From an optimization exercise on the open Yosys and OpenROAD flow, aimed at small area; shortcuts taken in it are not production practice.
Only simulation tests tie the RTL to the original design; equivalence was not proved.

## flow/config.mk

```make
export PLATFORM = sky130hd
export DESIGN_NAME = ballgame_core
export DESIGN_NICKNAME = ballgame_core
export VERILOG_FILES = /design/flow/design.v
export SDC_FILE = /design/flow/constraint.sdc
export NUM_CORES = 4
export LEC_CHECK = 0
export CAP_MARGIN = 20
export CORE_MARGIN = 2
export CORE_UTILIZATION = 40
export SLEW_MARGIN = 20
```

## flow/constraint.sdc

```tcl
create_clock -name core_clock -period 12.5 [get_ports {clk}]
set_input_delay 2.5000 -clock core_clock [delete_from_list [all_inputs] [get_ports {clk}]]
set_output_delay 2.5000 -clock core_clock [all_outputs]
set_load 0.01 [all_outputs]
```

## flow/design.v

```verilog
module vga_sig(clock, reset, hsyncb, vsyncb, enable, xaddr, yaddr);
   input        clock;
   input        reset;
   output       hsyncb;
   reg          hsyncb;
   output       vsyncb;
   reg          vsyncb;
   output       enable;
   reg          enable;
   output [9:0] xaddr;
   reg [9:0]    xaddr;
   output [9:0] yaddr;
   reg [9:0]    yaddr;
   reg [9:0]    hcnt;
   reg [9:0]    vcnt;
   parameter    h_pixels = 640;
   parameter    h_front = 16;
   parameter    h_back = 48;
   parameter    h_synctime = 96;
   parameter    h_period = h_synctime + h_pixels + h_front + h_back;
   parameter    v_lines = 480;
   parameter    v_front = 10;
   parameter    v_back = 33;
   parameter    v_synctime = 2;
   parameter    v_period = v_synctime + v_lines + v_front + v_back;
   always @(posedge clock)
   begin: a
      if (reset == 1'b1)
         hcnt <= 10'b0000000001;
      else 
      begin
         if (hcnt < h_period)
            hcnt <= hcnt + 1;
         else
            hcnt <= 10'b0000000001;
      end
   end
   always @(posedge clock)
   begin: b
      if (reset == 1'b1)
         vcnt <= 10'b0000000001;
      else 
      begin
         if (vcnt < v_period & hcnt == h_period)
            vcnt <= vcnt + 1;
         else if (vcnt == v_period & hcnt == h_period)
            vcnt <= 10'b0000000001;
      end
   end
   always @(posedge clock)
   begin: c
      if (reset == 1'b1)
         hsyncb <= 1'b1;
      else 
      begin
         if ((hcnt >= h_pixels + h_front) & (hcnt < h_pixels + h_synctime + h_front))
            hsyncb <= 1'b0;
         else
            hsyncb <= 1'b1;
      end
   end
   always @(posedge clock)
   begin: d
      if (reset == 1'b1)
         vsyncb <= 1'b1;
      else 
      begin
         if ((vcnt >= v_lines + v_front) & (vcnt < v_lines + v_synctime + v_front))
            vsyncb <= 1'b0;
         else
            vsyncb <= 1'b1;
      end
   end
   always @(posedge clock)
   begin: e
      begin
         if (hcnt >= h_pixels | vcnt >= v_lines)
            enable <= 1'b0;
         else
            enable <= 1'b1;
      end
   end
   always @(posedge clock)
   begin: f
      if (reset == 1'b1)
      begin
         xaddr <= 10'b0000000001;
         yaddr <= 10'b0000000001;
      end
      else 
      begin
         if (hcnt < h_pixels)
            xaddr <= hcnt;
         if (vcnt < v_lines)
            yaddr <= vcnt;
      end
   end
endmodule
module SEG7_LUT (
  input      [3:0] num_ten,
  output reg [6:0] led_ten_hex1,
  input      [3:0] num_one,
  output reg [6:0] led_one_hex0
);
always@(num_ten) 
begin
  case(num_ten)
    4'h0: led_ten_hex1 = 7'b1000000;
    4'h1: led_ten_hex1 = 7'b1111001;  
    4'h2: led_ten_hex1 = 7'b0100100;  
    4'h3: led_ten_hex1 = 7'b0110000;  
    4'h4: led_ten_hex1 = 7'b0011001; 
    4'h5: led_ten_hex1 = 7'b0010010; 
    4'h6: led_ten_hex1 = 7'b0000010;  
    4'h7: led_ten_hex1 = 7'b1111000; 
    4'h8: led_ten_hex1 = 7'b0000000;  
    4'h9: led_ten_hex1 = 7'b0010000;  
    4'ha: led_ten_hex1 = 7'b1111111;
    4'hb: led_ten_hex1 =  7'b1111111;  
    4'hc: led_ten_hex1 =  7'b1111111;  
    4'hd: led_ten_hex1 =  7'b1111111;  
    4'he: led_ten_hex1 =  7'b1111111;  
    4'hf: led_ten_hex1 =  7'b1111111;  
    default: led_ten_hex1 = 7'b1111111;  
  endcase                     
end 
always@(num_one) 
begin
  case(num_one)
    4'h0: led_one_hex0 = 7'b1000000;
    4'h1: led_one_hex0 = 7'b1111001;  
    4'h2: led_one_hex0 = 7'b0100100;  
    4'h3: led_one_hex0 = 7'b0110000;  
    4'h4: led_one_hex0 = 7'b0011001; 
    4'h5: led_one_hex0 = 7'b0010010; 
    4'h6: led_one_hex0 = 7'b0000010;  
    4'h7: led_one_hex0 = 7'b1111000; 
    4'h8: led_one_hex0 = 7'b0000000;  
    4'h9: led_one_hex0 = 7'b0010000;  
    4'ha: led_one_hex0 = 7'b1111111;
    4'hb: led_one_hex0 =  7'b1111111;  
    4'hc: led_one_hex0 =  7'b1111111;  
    4'hd: led_one_hex0 =  7'b1111111;  
    4'he: led_one_hex0 =  7'b1111111;  
    4'hf: led_one_hex0 =  7'b1111111;  
    default: led_one_hex0 = 7'b1111111;  
  endcase                     
end      
endmodule
module FSM(
	clk,
	rst,
	xaddr,
	yaddr,
	key_start,
	user1_left,
	user1_right,
	user2_left,
	user2_right,
	score_user1,
	score_user2,
	disp_sel,
	music_en,
	ball_xaddr,
	ball_yaddr,
	user1_xaddr,
	user1_yaddr,
	user2_xaddr,
	user2_yaddr,
	block1_xaddr,
	block1_yaddr,
	block2_xaddr,
	block2_yaddr,
	block3_xaddr,
	block3_yaddr
);
	input			clk;
	input			rst;
	input	[9:0] 	xaddr;
	input	[9:0] 	yaddr;
	input			key_start;
	input			user1_left;
	input			user1_right;
	input			user2_left;
	input			user2_right;
	output			disp_sel;
	output			music_en;
	output	[3:0] 	score_user1;
	output	[3:0] 	score_user2;	
	output	[9:0] 	ball_xaddr;
	output	[9:0] 	ball_yaddr;
	output	[9:0] 	user1_xaddr;
	output	[9:0] 	user1_yaddr;
	output	[9:0] 	user2_xaddr;
	output	[9:0] 	user2_yaddr;
	output	[9:0] 	block1_xaddr;
	output	[9:0] 	block1_yaddr;
	output	[9:0] 	block2_xaddr;
	output	[9:0] 	block2_yaddr;
	output	[9:0] 	block3_xaddr;
	output	[9:0] 	block3_yaddr;
	reg		[3:0] 	score_user1;
	reg		[3:0] 	score_user2;	
	reg		[9:0] 	ball_xaddr;
	reg		[9:0] 	ball_yaddr;
	reg		[9:0] 	user1_xaddr;
	reg		[9:0] 	user1_yaddr;
	reg		[9:0] 	user2_xaddr;
	reg		[9:0] 	user2_yaddr;
	reg		[9:0] 	block1_xaddr;
	reg		[9:0] 	block1_yaddr;
	reg		[9:0] 	block2_xaddr;
	reg		[9:0] 	block2_yaddr;
	reg		[9:0] 	block3_xaddr;
	reg		[9:0] 	block3_yaddr;
	parameter    	HIGH_block	= 60;
	parameter    	WIDTH_block = 120;
	parameter    	HIGH_user	= 20;
	parameter    	WIDTH_user	= 120;
	parameter    	STEP  		= 250000;
	reg		[39:0]	cnt_div;
	reg				clk_div;
	reg		[1:0]	ball_dir;
	reg				ball_move_en;
	reg				ball_reset;
	parameter    	IDLE 	= 3'b001;
	parameter    	RUN		= 3'b010;
	parameter    	OVER	= 3'b100;
	reg	[2:0]		state;
	always@(posedge clk)begin
		if(rst)begin
			cnt_div<=0;
			clk_div<=0;
		end
		else if(cnt_div<50000000)begin
			cnt_div<=cnt_div+STEP;
			clk_div<=0;
		end
		else begin
			cnt_div<=0;
			clk_div<=1;
		end
	end	
	reg	[39:0]		cnt_bolock_move;
	parameter   	BLOCK_STEP  	= 230000;
	reg		[1:0]	block_dir;	
	always@(posedge clk)begin
		if(rst)begin
			cnt_bolock_move<=0;
			block_dir<=0;
			block1_xaddr<=120;
			block1_yaddr<=120;
			block2_xaddr<=320;
			block2_yaddr<=120;
			block3_xaddr<=520;
			block3_yaddr<=120;
		end
		else if(cnt_bolock_move<50000000)begin
			cnt_bolock_move<=cnt_bolock_move+BLOCK_STEP;
		end
		else begin
			cnt_bolock_move<=0;
			case(block_dir)
			0:begin
				if(block1_xaddr<180)begin
					block1_xaddr<=block1_xaddr+1;
					block2_xaddr<=block2_xaddr+1;
					block3_xaddr<=block3_xaddr+1;
					block_dir<=0;
				end
				else begin
					block_dir<=1;
				end	
			end
			1:begin
				if(block1_yaddr>180)begin
					block1_yaddr<=block1_yaddr-1;
					block2_yaddr<=block2_yaddr-1;
					block3_yaddr<=block3_yaddr-1;
					block_dir<=1;
				end
				else begin
					block_dir<=2;
				end					
			end
			2:begin
				if(block1_xaddr>60)begin
					block1_xaddr<=block1_xaddr-1;
					block2_xaddr<=block2_xaddr-1;
					block3_xaddr<=block3_xaddr-1;
					block_dir<=2;
				end
				else begin
					block_dir<=3;
				end				
			end
			3:begin
				if(block1_yaddr<300)begin
					block1_yaddr<=block1_yaddr+1;
					block2_yaddr<=block2_yaddr+1;
					block3_yaddr<=block3_yaddr+1;
					block_dir<=3;
				end
				else begin
					block_dir<=0;
				end			
			end
			endcase								
		end
	end
	always@(posedge clk)begin
		if(rst)begin
			ball_xaddr<=320;
			ball_yaddr<=440;
		end
		else if(ball_reset==1)begin
			ball_xaddr<=320;
			ball_yaddr<=440;
		end
		else if(ball_move_en==1 && clk_div==1)begin
			case(ball_dir)
			0:begin
				ball_xaddr<=ball_xaddr+1;
				ball_yaddr<=ball_yaddr-1;
			end
			1:begin
				ball_xaddr<=ball_xaddr-1;
				ball_yaddr<=ball_yaddr-1;			
			end
			2:begin
				ball_xaddr<=ball_xaddr-1;
				ball_yaddr<=ball_yaddr+1;			
			end
			3:begin
				ball_xaddr<=ball_xaddr+1;
				ball_yaddr<=ball_yaddr+1;				
			end
			endcase								
		end
	end
	always@(posedge clk)begin
		if(rst)
			ball_dir<=0;
		else
		case(ball_dir)
			0:begin
				if(ball_yaddr>=block1_yaddr-HIGH_block/2 && ball_yaddr<=block1_yaddr+HIGH_block/2 && ball_xaddr==block1_xaddr-WIDTH_block/2)
					ball_dir<=1;
				else if(ball_yaddr>=block2_yaddr-HIGH_block/2 && ball_yaddr<=block2_yaddr+HIGH_block/2 && ball_xaddr==block2_xaddr-WIDTH_block/2)
					ball_dir<=1;
				else if(ball_yaddr>=block3_yaddr-HIGH_block/2 && ball_yaddr<=block3_yaddr+HIGH_block/2 && ball_xaddr==block3_xaddr-WIDTH_block/2)
					ball_dir<=1;										
				else if(ball_xaddr==620)
					ball_dir<=1;
				else if(ball_xaddr>=block1_xaddr-WIDTH_block/2 && ball_xaddr<=block1_xaddr+WIDTH_block/2 && ball_yaddr==block1_yaddr+HIGH_block/2)
					ball_dir<=3;
				else if(ball_xaddr>=block2_xaddr-WIDTH_block/2 && ball_xaddr<=block2_xaddr+WIDTH_block/2 && ball_yaddr==block2_yaddr+HIGH_block/2)
					ball_dir<=3;
				else if(ball_xaddr>=block3_xaddr-WIDTH_block/2 && ball_xaddr<=block3_xaddr+WIDTH_block/2 && ball_yaddr==block3_yaddr+HIGH_block/2)
					ball_dir<=3;
				else if(ball_xaddr>=user1_xaddr-WIDTH_user/2 && ball_xaddr<=user1_xaddr+WIDTH_user/2 && ball_yaddr==40)
					ball_dir<=3;															
				else if(ball_yaddr==20)
					ball_dir<=3;
				else
					ball_dir<=0;
			end
			1:begin
				if(ball_yaddr>=block1_yaddr-HIGH_block/2 && ball_yaddr<=block1_yaddr+HIGH_block/2 && ball_xaddr==block1_xaddr+WIDTH_block/2)
					ball_dir<=0;
				else if(ball_yaddr>=block2_yaddr-HIGH_block/2 && ball_yaddr<=block2_yaddr+HIGH_block/2 && ball_xaddr==block2_xaddr+WIDTH_block/2)
					ball_dir<=0;
				else if(ball_yaddr>=block3_yaddr-HIGH_block/2 && ball_yaddr<=block3_yaddr+HIGH_block/2 && ball_xaddr==block3_xaddr+WIDTH_block/2)
					ball_dir<=0;										
				else if(ball_xaddr==20)
					ball_dir<=0;
				else if(ball_xaddr>=block1_xaddr-WIDTH_block/2 && ball_xaddr<=block1_xaddr+WIDTH_block/2 && ball_yaddr==block1_yaddr+HIGH_block/2)
					ball_dir<=2;
				else if(ball_xaddr>=block2_xaddr-WIDTH_block/2 && ball_xaddr<=block2_xaddr+WIDTH_block/2 && ball_yaddr==block2_yaddr+HIGH_block/2)
					ball_dir<=2;
				else if(ball_xaddr>=block3_xaddr-WIDTH_block/2 && ball_xaddr<=block3_xaddr+WIDTH_block/2 && ball_yaddr==block3_yaddr+HIGH_block/2)
					ball_dir<=2;
				else if(ball_xaddr>=user1_xaddr-WIDTH_user/2 && ball_xaddr<=user1_xaddr+WIDTH_user/2 && ball_yaddr==40)
					ball_dir<=2;															
				else if(ball_yaddr==20)
					ball_dir<=2;
				else
					ball_dir<=1;		
			end
			2:begin
				if(ball_yaddr>=block1_yaddr-HIGH_block/2 && ball_yaddr<=block1_yaddr+HIGH_block/2 && ball_xaddr==block1_xaddr+WIDTH_block/2)
					ball_dir<=3;
				else if(ball_yaddr>=block2_yaddr-HIGH_block/2 && ball_yaddr<=block2_yaddr+HIGH_block/2 && ball_xaddr==block2_xaddr+WIDTH_block/2)
					ball_dir<=3;
				else if(ball_yaddr>=block3_yaddr-HIGH_block/2 && ball_yaddr<=block3_yaddr+HIGH_block/2 && ball_xaddr==block3_xaddr+WIDTH_block/2)
					ball_dir<=3;										
				else if(ball_xaddr==20)
					ball_dir<=3;
				else if(ball_xaddr>=block1_xaddr-WIDTH_block/2 && ball_xaddr<=block1_xaddr+WIDTH_block/2 && ball_yaddr==block1_yaddr-HIGH_block/2)
					ball_dir<=1;
				else if(ball_xaddr>=block2_xaddr-WIDTH_block/2 && ball_xaddr<=block2_xaddr+WIDTH_block/2 && ball_yaddr==block2_yaddr-HIGH_block/2)
					ball_dir<=1;
				else if(ball_xaddr>=block3_xaddr-WIDTH_block/2 && ball_xaddr<=block3_xaddr+WIDTH_block/2 && ball_yaddr==block3_yaddr-HIGH_block/2)
					ball_dir<=1;
				else if(ball_xaddr>=user2_xaddr-WIDTH_user/2 && ball_xaddr<=user2_xaddr+WIDTH_user/2 && ball_yaddr==440)
					ball_dir<=1;															
				else if(ball_yaddr==460)
					ball_dir<=1;
				else
					ball_dir<=2;		
			end
			3:begin
				if(ball_yaddr>=block1_yaddr-HIGH_block/2 && ball_yaddr<=block1_yaddr+HIGH_block/2 && ball_xaddr==block1_xaddr-WIDTH_block/2)
					ball_dir<=2;
				else if(ball_yaddr>=block2_yaddr-HIGH_block/2 && ball_yaddr<=block2_yaddr+HIGH_block/2 && ball_xaddr==block2_xaddr-WIDTH_block/2)
					ball_dir<=2;
				else if(ball_yaddr>=block3_yaddr-HIGH_block/2 && ball_yaddr<=block3_yaddr+HIGH_block/2 && ball_xaddr==block3_xaddr-WIDTH_block/2)
					ball_dir<=2;										
				else if(ball_xaddr==620)
					ball_dir<=2;
				else if(ball_xaddr>=block1_xaddr-WIDTH_block/2 && ball_xaddr<=block1_xaddr+WIDTH_block/2 && ball_yaddr==block1_yaddr-HIGH_block/2)
					ball_dir<=0;
				else if(ball_xaddr>=block2_xaddr-WIDTH_block/2 && ball_xaddr<=block2_xaddr+WIDTH_block/2 && ball_yaddr==block2_yaddr-HIGH_block/2)
					ball_dir<=0;
				else if(ball_xaddr>=block3_xaddr-WIDTH_block/2 && ball_xaddr<=block3_xaddr+WIDTH_block/2 && ball_yaddr==block3_yaddr-HIGH_block/2)
					ball_dir<=0;
				else if(ball_xaddr>=user2_xaddr-WIDTH_user/2 && ball_xaddr<=user2_xaddr+WIDTH_user/2 && ball_yaddr==440)
					ball_dir<=0;															
				else if(ball_yaddr==460)
					ball_dir<=0;
				else
					ball_dir<=3;			
			end
		endcase	
	end
	always@(posedge clk)begin
		if(rst)begin
			state		<=IDLE;
			ball_move_en<=1;
			ball_reset	<=0;
			score_user1	<=0;
			score_user2	<=0;
			user1_xaddr	<=320;
			user1_yaddr	<=20;
			user2_xaddr	<=320;
			user2_yaddr	<=460;
		end
		else
		case(state)
			IDLE : begin
				ball_move_en<=0;
				score_user1	<=0;
				score_user2 <=0;
				user1_xaddr <=320;
				user1_yaddr <=20;
				user2_xaddr <=320;
				user2_yaddr <=460;
				ball_reset	<=1;
				if(key_start==1)begin
					state<=RUN;
					ball_move_en<=1;
					ball_reset	<=0;
				end	
				else begin
					state<=IDLE;
				end
			end
			RUN  : begin
				ball_move_en<=1;
				if(ball_reset==0)begin
					if(user1_left==1)begin
						if(user1_xaddr>50)
							user1_xaddr<=user1_xaddr-10;
						else
							user1_xaddr<=50;
					end
					else if(user1_right==1)begin
						if(user1_xaddr<590)
							user1_xaddr<=user1_xaddr+10;
						else
							user1_xaddr<=590;
					end
					if(user2_left==1)begin
						if(user2_xaddr>50)
							user2_xaddr<=user2_xaddr-10;
						else
							user2_xaddr<=50;
					end
					else if(user2_right==1)begin
						if(user2_xaddr<590)
							user2_xaddr<=user2_xaddr+10;
						else
							user2_xaddr<=590;
					end
				end
				if(key_start==1)begin
					ball_reset	<=0;
				end
				if(ball_yaddr<=22)begin
					if(ball_reset==0)begin
						if(score_user1<4)begin
							score_user1<=score_user1+1;
							state<=RUN;
						end
						else begin
							score_user1<=score_user1+1;
							state<=OVER;
						end
					end
					ball_reset	<=1;
					user1_xaddr <=320;
					user1_yaddr <=20;
					user2_xaddr <=320;
					user2_yaddr <=460;					
				end
				else if(ball_yaddr>=458)begin
					if(ball_reset==0)begin
						if(score_user2<4)begin
							score_user2<=score_user2+1;
							state<=RUN;
						end
						else begin
							score_user2<=score_user2+1;
							state<=OVER;
						end
					end
					ball_reset	<=1;
					user1_xaddr <=320;
					user1_yaddr <=20;
					user2_xaddr <=320;
					user2_yaddr <=460;					
				end
				else begin
					state<=RUN;
				end
			end
			OVER : begin
				ball_move_en<=0;
				if(key_start==1)begin
					state<=IDLE;
				end	
				else begin
					state<=OVER;
				end				
			end
		endcase
	end
	assign disp_sel=(state==OVER)? 1'b1 :1'b0;
	assign music_en=(state==RUN)? 1'b1 :1'b0;
endmodule 						
module vga_disp(
	input clk,
	input disp_sel,
	input [9:0] xaddr,
	input [9:0] yaddr,
	input [9:0] ball_xaddr,
	input [9:0] ball_yaddr,
	input [9:0] user1_xaddr,
	input [9:0] user1_yaddr,
	input [9:0] user2_xaddr,
	input [9:0] user2_yaddr,
	input [9:0] block1_xaddr,
	input [9:0] block1_yaddr,
	input [9:0] block2_xaddr,
	input [9:0] block2_yaddr,
	input [9:0] block3_xaddr,
	input [9:0] block3_yaddr,
	output reg [2:0] rgb
);
	parameter    HIGH_block = 40;
	parameter    WIDTH_block = 100;
	parameter    HIGH_user = 20;
	parameter    WIDTH_user = 100;
	wire	[0:1151] game_over;
	assign game_over[0:71]		= 72'b000000000000000000000000000000000000000000000000000000000000000000000000;
	assign game_over[72:143]	= 72'b000000000000000000000000000000000000000000000000000000000000000000000000;
	assign game_over[144:215]	= 72'b001111000001000011000011111111100000000001111100110000111111111011111100;
	assign game_over[216:287]	= 72'b011001100011100011100111011001100000000011000110110000110110011001100110;
	assign game_over[288:359]	= 72'b110000100110110011111111011000100000000011000110110000110110001001100110;
	assign game_over[360:431]	= 72'b110000001100011011111111011010000000000011000110110000110110100001100110;
	assign game_over[432:503]	= 72'b110000001100011011011011011110000000000011000110110000110111100001111100;
	assign game_over[504:575]	= 72'b110111101111111011000011011010000000000011000110110000110110100001101100;
	assign game_over[576:647]	= 72'b110001101100011011000011011000000000000011000110110000110110000001100110;
	assign game_over[648:719]	= 72'b110001101100011011000011011000100000000011000110011001100110001001100110;
	assign game_over[720:791]	= 72'b011001101100011011000011011001100000000011000110001111000110011001100110;
	assign game_over[792:863]	= 72'b001110101100011011000011111111100000000001111100000110001111111011100110;
	assign game_over[864:935]	= 72'b000000000000000000000000000000000000000000000000000000000000000000000000;
	assign game_over[936:1007]	= 72'b000000000000000000000000000000000000000000000000000000000000000000000000;
	assign game_over[1008:1079]	= 72'b000000000000000000000000000000000000000000000000000000000000000000000000;
	assign game_over[1080:1151]	= 72'b000000000000000000000000000000000000000000000000000000000000000000000000;
always@(posedge clk)begin
	if(xaddr<640 && yaddr<480)begin
		if(disp_sel==0)begin
			if(xaddr>=5 && xaddr<10 && yaddr>=5 && yaddr<=475)
				rgb<=3'b111;
			else if(xaddr<=635 && xaddr>630 && yaddr>=5 && yaddr<=475)
				rgb<=3'b111;
			else if(xaddr>=5 && xaddr<=635 && yaddr>=5 && yaddr<10)
				rgb<=3'b111;
			else if(xaddr>=5 && xaddr<=635 && yaddr<=475 && yaddr>470)
				rgb<=3'b111;			
			else if(xaddr>=user1_xaddr-WIDTH_user/2 && xaddr<=user1_xaddr+WIDTH_user/2 && yaddr>=user1_yaddr-HIGH_user/2 && yaddr<=user1_yaddr+HIGH_user/2)
				rgb<=3'b111;
			else if(xaddr>=user2_xaddr-WIDTH_user/2 && xaddr<=user2_xaddr+WIDTH_user/2 && yaddr>=user2_yaddr-HIGH_user/2 && yaddr<=user2_yaddr+HIGH_user/2)
				rgb<=3'b111;
			else if(xaddr>=block1_xaddr-WIDTH_block/2 && xaddr<=block1_xaddr+WIDTH_block/2 && yaddr>=block1_yaddr-HIGH_block/2 && yaddr<=block1_yaddr+HIGH_block/2)
				rgb<=3'b100;
			else if(xaddr>=block2_xaddr-WIDTH_block/2 && xaddr<=block2_xaddr+WIDTH_block/2 && yaddr>=block2_yaddr-HIGH_block/2 && yaddr<=block2_yaddr+HIGH_block/2)
				rgb<=3'b100;
			else if(xaddr>=block3_xaddr-WIDTH_block/2 && xaddr<=block3_xaddr+WIDTH_block/2 && yaddr>=block3_yaddr-HIGH_block/2 && yaddr<=block3_yaddr+HIGH_block/2)
				rgb<=3'b100;
			else if((xaddr-ball_xaddr)*(xaddr-ball_xaddr)+(yaddr-ball_yaddr)*(yaddr-ball_yaddr)<100)
				rgb<=3'b010;
			else
				rgb<=3'b000;
		end
		else begin
			if((xaddr>=176 && xaddr<464) && (yaddr>=208 && yaddr<272))begin
				if((game_over[(yaddr[9:2]-52)*72+xaddr[9:2]-44]==1))
					rgb<=3'b111;
				else
					rgb<=3'b000;
			end
			else
				rgb<=3'b000;
		end
	end
end
endmodule 						
module ballgame_core(
	input			clk,			 
	input			rst,			 
	input			key_start,
	input			user1_left,
	input			user1_right,
	input			user2_left,
	input			user2_right,
	output			vga_hs,
	output			vga_vs,
	output	[2:0]	rgb,
	output	[6:0]	hex1,
	output	[6:0]	hex0,
	output			music_en
);
	wire	[9:0] 	hloc;
	wire	[9:0] 	vloc;
	wire			enable_start;
	wire			disp_sel;
	wire	[9:0] 	ball_xaddr;
	wire	[9:0] 	ball_yaddr;
	wire	[9:0] 	user1_xaddr;
	wire	[9:0] 	user1_yaddr;
	wire	[9:0] 	user2_xaddr;
	wire	[9:0] 	user2_yaddr;
	wire	[9:0] 	block1_xaddr;
	wire	[9:0] 	block1_yaddr;
	wire	[9:0] 	block2_xaddr;
	wire	[9:0] 	block2_yaddr;
	wire	[9:0] 	block3_xaddr;
	wire	[9:0] 	block3_yaddr;
	wire	[3:0] 	score_user1;
	wire	[3:0] 	score_user2;
vga_sig u0(
	.clock(clk),
	.reset(rst),
	.hsyncb(vga_hs),
	.vsyncb(vga_vs),
	.enable(enable_start),
	.xaddr(hloc),
	.yaddr(vloc));
SEG7_LUT u2(
	.num_ten(score_user1),
	.led_ten_hex1(hex1),
	.num_one(score_user2),
	.led_one_hex0(hex0));
FSM u3(
	.clk(clk),
	.rst(rst),
	.xaddr(hloc),
	.yaddr(vloc),
	.key_start(key_start),
	.user1_left(user1_left),
	.user1_right(user1_right),
	.user2_left(user2_left),
	.user2_right(user2_right),
	.disp_sel(disp_sel),
	.music_en(music_en),
	.score_user1(score_user1),
	.score_user2(score_user2),
	.ball_xaddr(ball_xaddr),
	.ball_yaddr(ball_yaddr),
	.user1_xaddr(user1_xaddr),
	.user1_yaddr(user1_yaddr),
	.user2_xaddr(user2_xaddr),
	.user2_yaddr(user2_yaddr),
	.block1_xaddr(block1_xaddr),
	.block1_yaddr(block1_yaddr),
	.block2_xaddr(block2_xaddr),
	.block2_yaddr(block2_yaddr),
	.block3_xaddr(block3_xaddr),
	.block3_yaddr(block3_yaddr)
);
vga_disp u4(
	.clk(clk),
	.xaddr(hloc),
	.yaddr(vloc),
	.disp_sel(disp_sel),
	.ball_xaddr(ball_xaddr),
	.ball_yaddr(ball_yaddr),
	.user1_xaddr(user1_xaddr),
	.user1_yaddr(user1_yaddr),
	.user2_xaddr(user2_xaddr),
	.user2_yaddr(user2_yaddr),
	.block1_xaddr(block1_xaddr),
	.block1_yaddr(block1_yaddr),
	.block2_xaddr(block2_xaddr),
	.block2_yaddr(block2_yaddr),
	.block3_xaddr(block3_xaddr),
	.block3_yaddr(block3_yaddr),
	.rgb(rgb));
endmodule
```

## flow/run.sh

```bash
#!/bin/bash
# synth_recipe.tcl (not shown) runs the flow's synth.tcl, then flattens the netlist and writes it again
# the make line also repeats each setting of config.mk as NAME=value (left out here)
make -C /OpenROAD-flow-scripts/flow DESIGN_CONFIG=/design/flow/config.mk WORK_HOME=/design/flow/orfs CLKGATE_MAP_FILE= SYNTH_SCRIPT=/design/flow/synth_recipe.tcl finish
```

==> impl_metrics.csv <==
group,metric,value,unit
run_status,outcome,"finished clean",
synth,ys_seq_area_frac,0.112,
final_layout,n_antenna_cell,0,
route,vias,35887,
synth,synth_commonest_cells,"inv_1, ha_1, fa_1",
route,dr.pass1.iters,6,
clock_network,cts_buffers,29,
clock_network,cts-root-buf,"clkbuf_16",
global_routing,grt_use_met3,0.0187,
route,ant_nets,0,
final_layout,drive_gt1_frac,0.0437,
timing,finalCritPeriodShare,0.953,
global_routing,grt_pass1_vias,35822,
floorplanning,num_io_pins,27,
timing,setup_slack,0.589,ns
clock_network,cts_tree,"done",
floorplanning,die_area,0.113,mm²
clock_network,h-tree-depth,1,
floorplanning,start_util,0.401,
global_routing,track_usage,0.218,
floorplanning,row_count,122,
timing,slew_violations,0,
timing,tns,0,ns
global_routing,grt_pass1_wl,197000,µm
route,drt_iter0_markers,2424,
setup_path,critPathMaxStageDelay,0.65,ns
setup_path,worstPathRequired,12.98,ns
timing,setup_viol,0,
route,wirelength,123000,µm
setup_path,crit_top_cell,"fa_1",
route,wire_per_inst,18.3,µm
timing,clock_skew,0.0141,ns
job,cap_violations,0,
timing,slew-limit-headroom,0.310,
synth,synth_top_flop_cell,"dfxtp_1",
synth,async_reset_ff_frac,0,
synth,synthCells,5210,
synth,synth_edf_count,3,
clock_network,clock_latency,0.61,ns
min_path,hp-class,"register to register",
timing,fmax,84.0,MHz
synth,yosysTopAreaCell,"fa_1",
clock_network,hold_buffers,0,
final_layout,register_area,0.00497,mm²
timing,layout_min_cycle_time,11.91,ns
global_routing,grt_remaining_overflow,0,
global_routing,busiest_layer,"met2",
placed_design,dp_slack,0.332,ns
synth,yosys-top-cells-area,"fa_1, ha_1, dfxtp_1, inv_1, xnor2_1",
final_layout,multi_input_area,0.0357,mm²
timing,tightest_slew,1.02,ns
final_layout,syn_to_final_growth,7.71,%
final_layout,nNetsFinal,6422,
setup_path,setup.worst_path.class,"register to register",
clock_network,clk_path_buf_depth,3,
synth,yosysWarnings,4,
global_routing,use_met2,0.374,
setup_path,cp.arrival,12.39,ns
synth,yosysTopAreaCellShare,0.233,
synth,avgSynthCellArea,8.49,µm²
setup_path,cp_slowest_cell,"fa_2",
final_layout,fin_util,0.432,
global_routing,grt_util_met1,0.289,
setup_path,start_kind,"register",
route,routed_via_density,5.33,
floorplanning,core_area,0.110,mm²
setup_path,crit_fanout,8,
synth,syn_area,0.0442,mm²
synth,yosysMostFrequentCell,"inv_1",
placed_design,hpwl,99200,µm
floorplanning,die_w,337,µm
clock_network,clock_sinks,247,
final_layout,fill_cells,11089,
clock_network,clkTransAtPathRegs,0.07,ns
setup_path,critPathCaptureType,"register",
placed_design,portBuffers,26,
synth,ys_seq_elements,247,
global_routing,antenna_found_initial,1,
synth,synth_cell_types,98,
floorplanning,die_height,337,µm
route,route.detailed.drc,0,
timing,finalHoldViolations,0,
placed_design,gp_congestion,0.938,
global_routing,grt_max_degree,72,
==> layer usage <==
metal / wire (µm) / up-vias / part of all wire
met4: 4210 / 0 / 0.034
met2: 59000 / 794 / 0.48
met1: 54600 / 17491 / 0.44
met3: 5180 / 182 / 0.042
met5: 0 / - / 0
li1: - / 17420 / -
==> registers in the layout (all words and copies together), names as in the netlist, 3 cells and up <==
signal              cells
hex0                    7
hex1                    7
u0.hcnt                10
u0.vcnt                10
u0.xaddr               10
u0.yaddr               10
u3.ball_xaddr          10
u3.ball_yaddr          10
u3.block1_xaddr        10
u3.block1_yaddr        10
u3.block2_xaddr        10
u3.block2_yaddr        10
u3.block3_xaddr        10
u3.block3_yaddr        10
u3.cnt_bolock_move     36
u3.cnt_div             36
u3.score_user1          4
u3.score_user2          4
u3.state                3
u3.user1_xaddr          9
u3.user2_xaddr          9
u4.rgb                  3
==> final timing paths <==
kind | start | to | slack [ns] | cells after the start
max reg2reg | u3.ball_xaddr[0] | u4.rgb[1] | 0.59 | 39
min | u3.cnt_bolock_move[4] | u3.cnt_bolock_move[4] | 0.43 | 1
min reg2reg | u3.cnt_bolock_move[4] | u3.cnt_bolock_move[4] | 0.43 | 1
max | u3.ball_xaddr[0] | u4.rgb[1] | 0.59 | 39
==> stage by stage <==
| stage | std cells | hold slack (ns) | cell area, µm² |
|---|---|---|---|
| after floorplan | 5237 | 0.409 | 44300 |
| after global routing | 6727 | 0.477 | 47700 |
| after detailed placement | 6668 | 0.424 | 46500 |
| after CTS | 6720 | 0.433 | 47500 |
| after global placement | 6668 | 0.419 | 46500 |
| final | 6727 | 0.427 | 47700 |
==> layout make-up <==
class / instances / share of cell area
multi-input cells: 3994 / 0.749
clock inverters: 19 / 0.00564
inverters: 827 / 0.0653
well taps: 1488 / 0.0391
flip-flops and latches: 247 / 0.104
repair buffers: 119 / 0.0201
clock buffers: 33 / 0.0162
==> cells in the final DEF, fill, tap and decap left out, types with 29 or more instances in the layout <==
master	n
nand3_1	70
nor2b_1	65
a21oi_1	300
nand2_1	325
clkbuf_16	29
a31oi_1	42
xor2_1	156
xnor2_1	264
o21ai_1	87
o21a_1	59
buf_4	94
fa_1	509
nand4_1	73
and2_1	30
nor4_1	31
inv_2	30
inv_1	795
a21o_1	64
nor3_1	96
o21bai_1	42
nor2_1	421
o211ai_1	49
dfxtp_1	244
nand2b_1	72
o21ai_0	127
ha_1	682
==> what timing repair did <==
| item | in CTS | in global routing |
|---|---|---|
| resized for setup | 0 | 23 |
| setup endpoints to repair | 0 | 1 |
| buffers inserted | 0 | 7 |
| hold endpoints to repair | 0 | 0 |
==> critical path: cells and delay by family (launching register included) <==
kind                     cells  cell delay [ns]
AND/OR/NAND/NOR              8             2.28
AO/OA/AOI/OAI                9             1.90
buffers and inverters        9             0.75
adder cells (fa/ha/maj)     13             6.46
flip-flops                   1             0.37
==> cell families after synthesis <==
kind of cell             after synthesis  synth area share
AND/OR/NAND/NOR                     1316             0.142
adder cells (fa/ha/maj)             1197             0.426
AO/OA/AOI/OAI                        999             0.144
buffers and inverters                996            0.0849
XOR/XNOR                             424            0.0843
flip-flops                           247             0.112
multiplexers                          30           0.00684
other                                  1         0.0000848

static timing again, ports no longer ideal:
No port has a modelled driver above. Below, the same layout with a new extraction and two added sets of constraints.
Step 1 (the two cells are an assumption about what drives the block):
set clk [get_ports {clk}]
set_driving_cell -lib_cell sky130_fd_sc_hd__clkbuf_16 $clk
set_driving_cell -lib_cell sky130_fd_sc_hd__buf_2 [delete_from_list [all_inputs] $clk]
Step 2, shift: input delay + t, output delay - t, t = (earliest + latest rising clock arrival at the registers) / 2. This alone moves slack from input paths to output paths.
a / b / c = no drivers / after step 1 / after step 2; a / b = the first two.
shift t [ns]: 0.670
setup WS [ns]: 0.589 / 0.589 / 0.589
worst setup path after step 2: register to register
slew at the worst register clock pin (ns): 0.07 / 0.07
worst data-port slew with drivers (ns): 0.05
After both steps this run still meets setup and hold. The setup slack of this run moves by 0.000 ns with the drivers and by 0.000 ns with both steps.
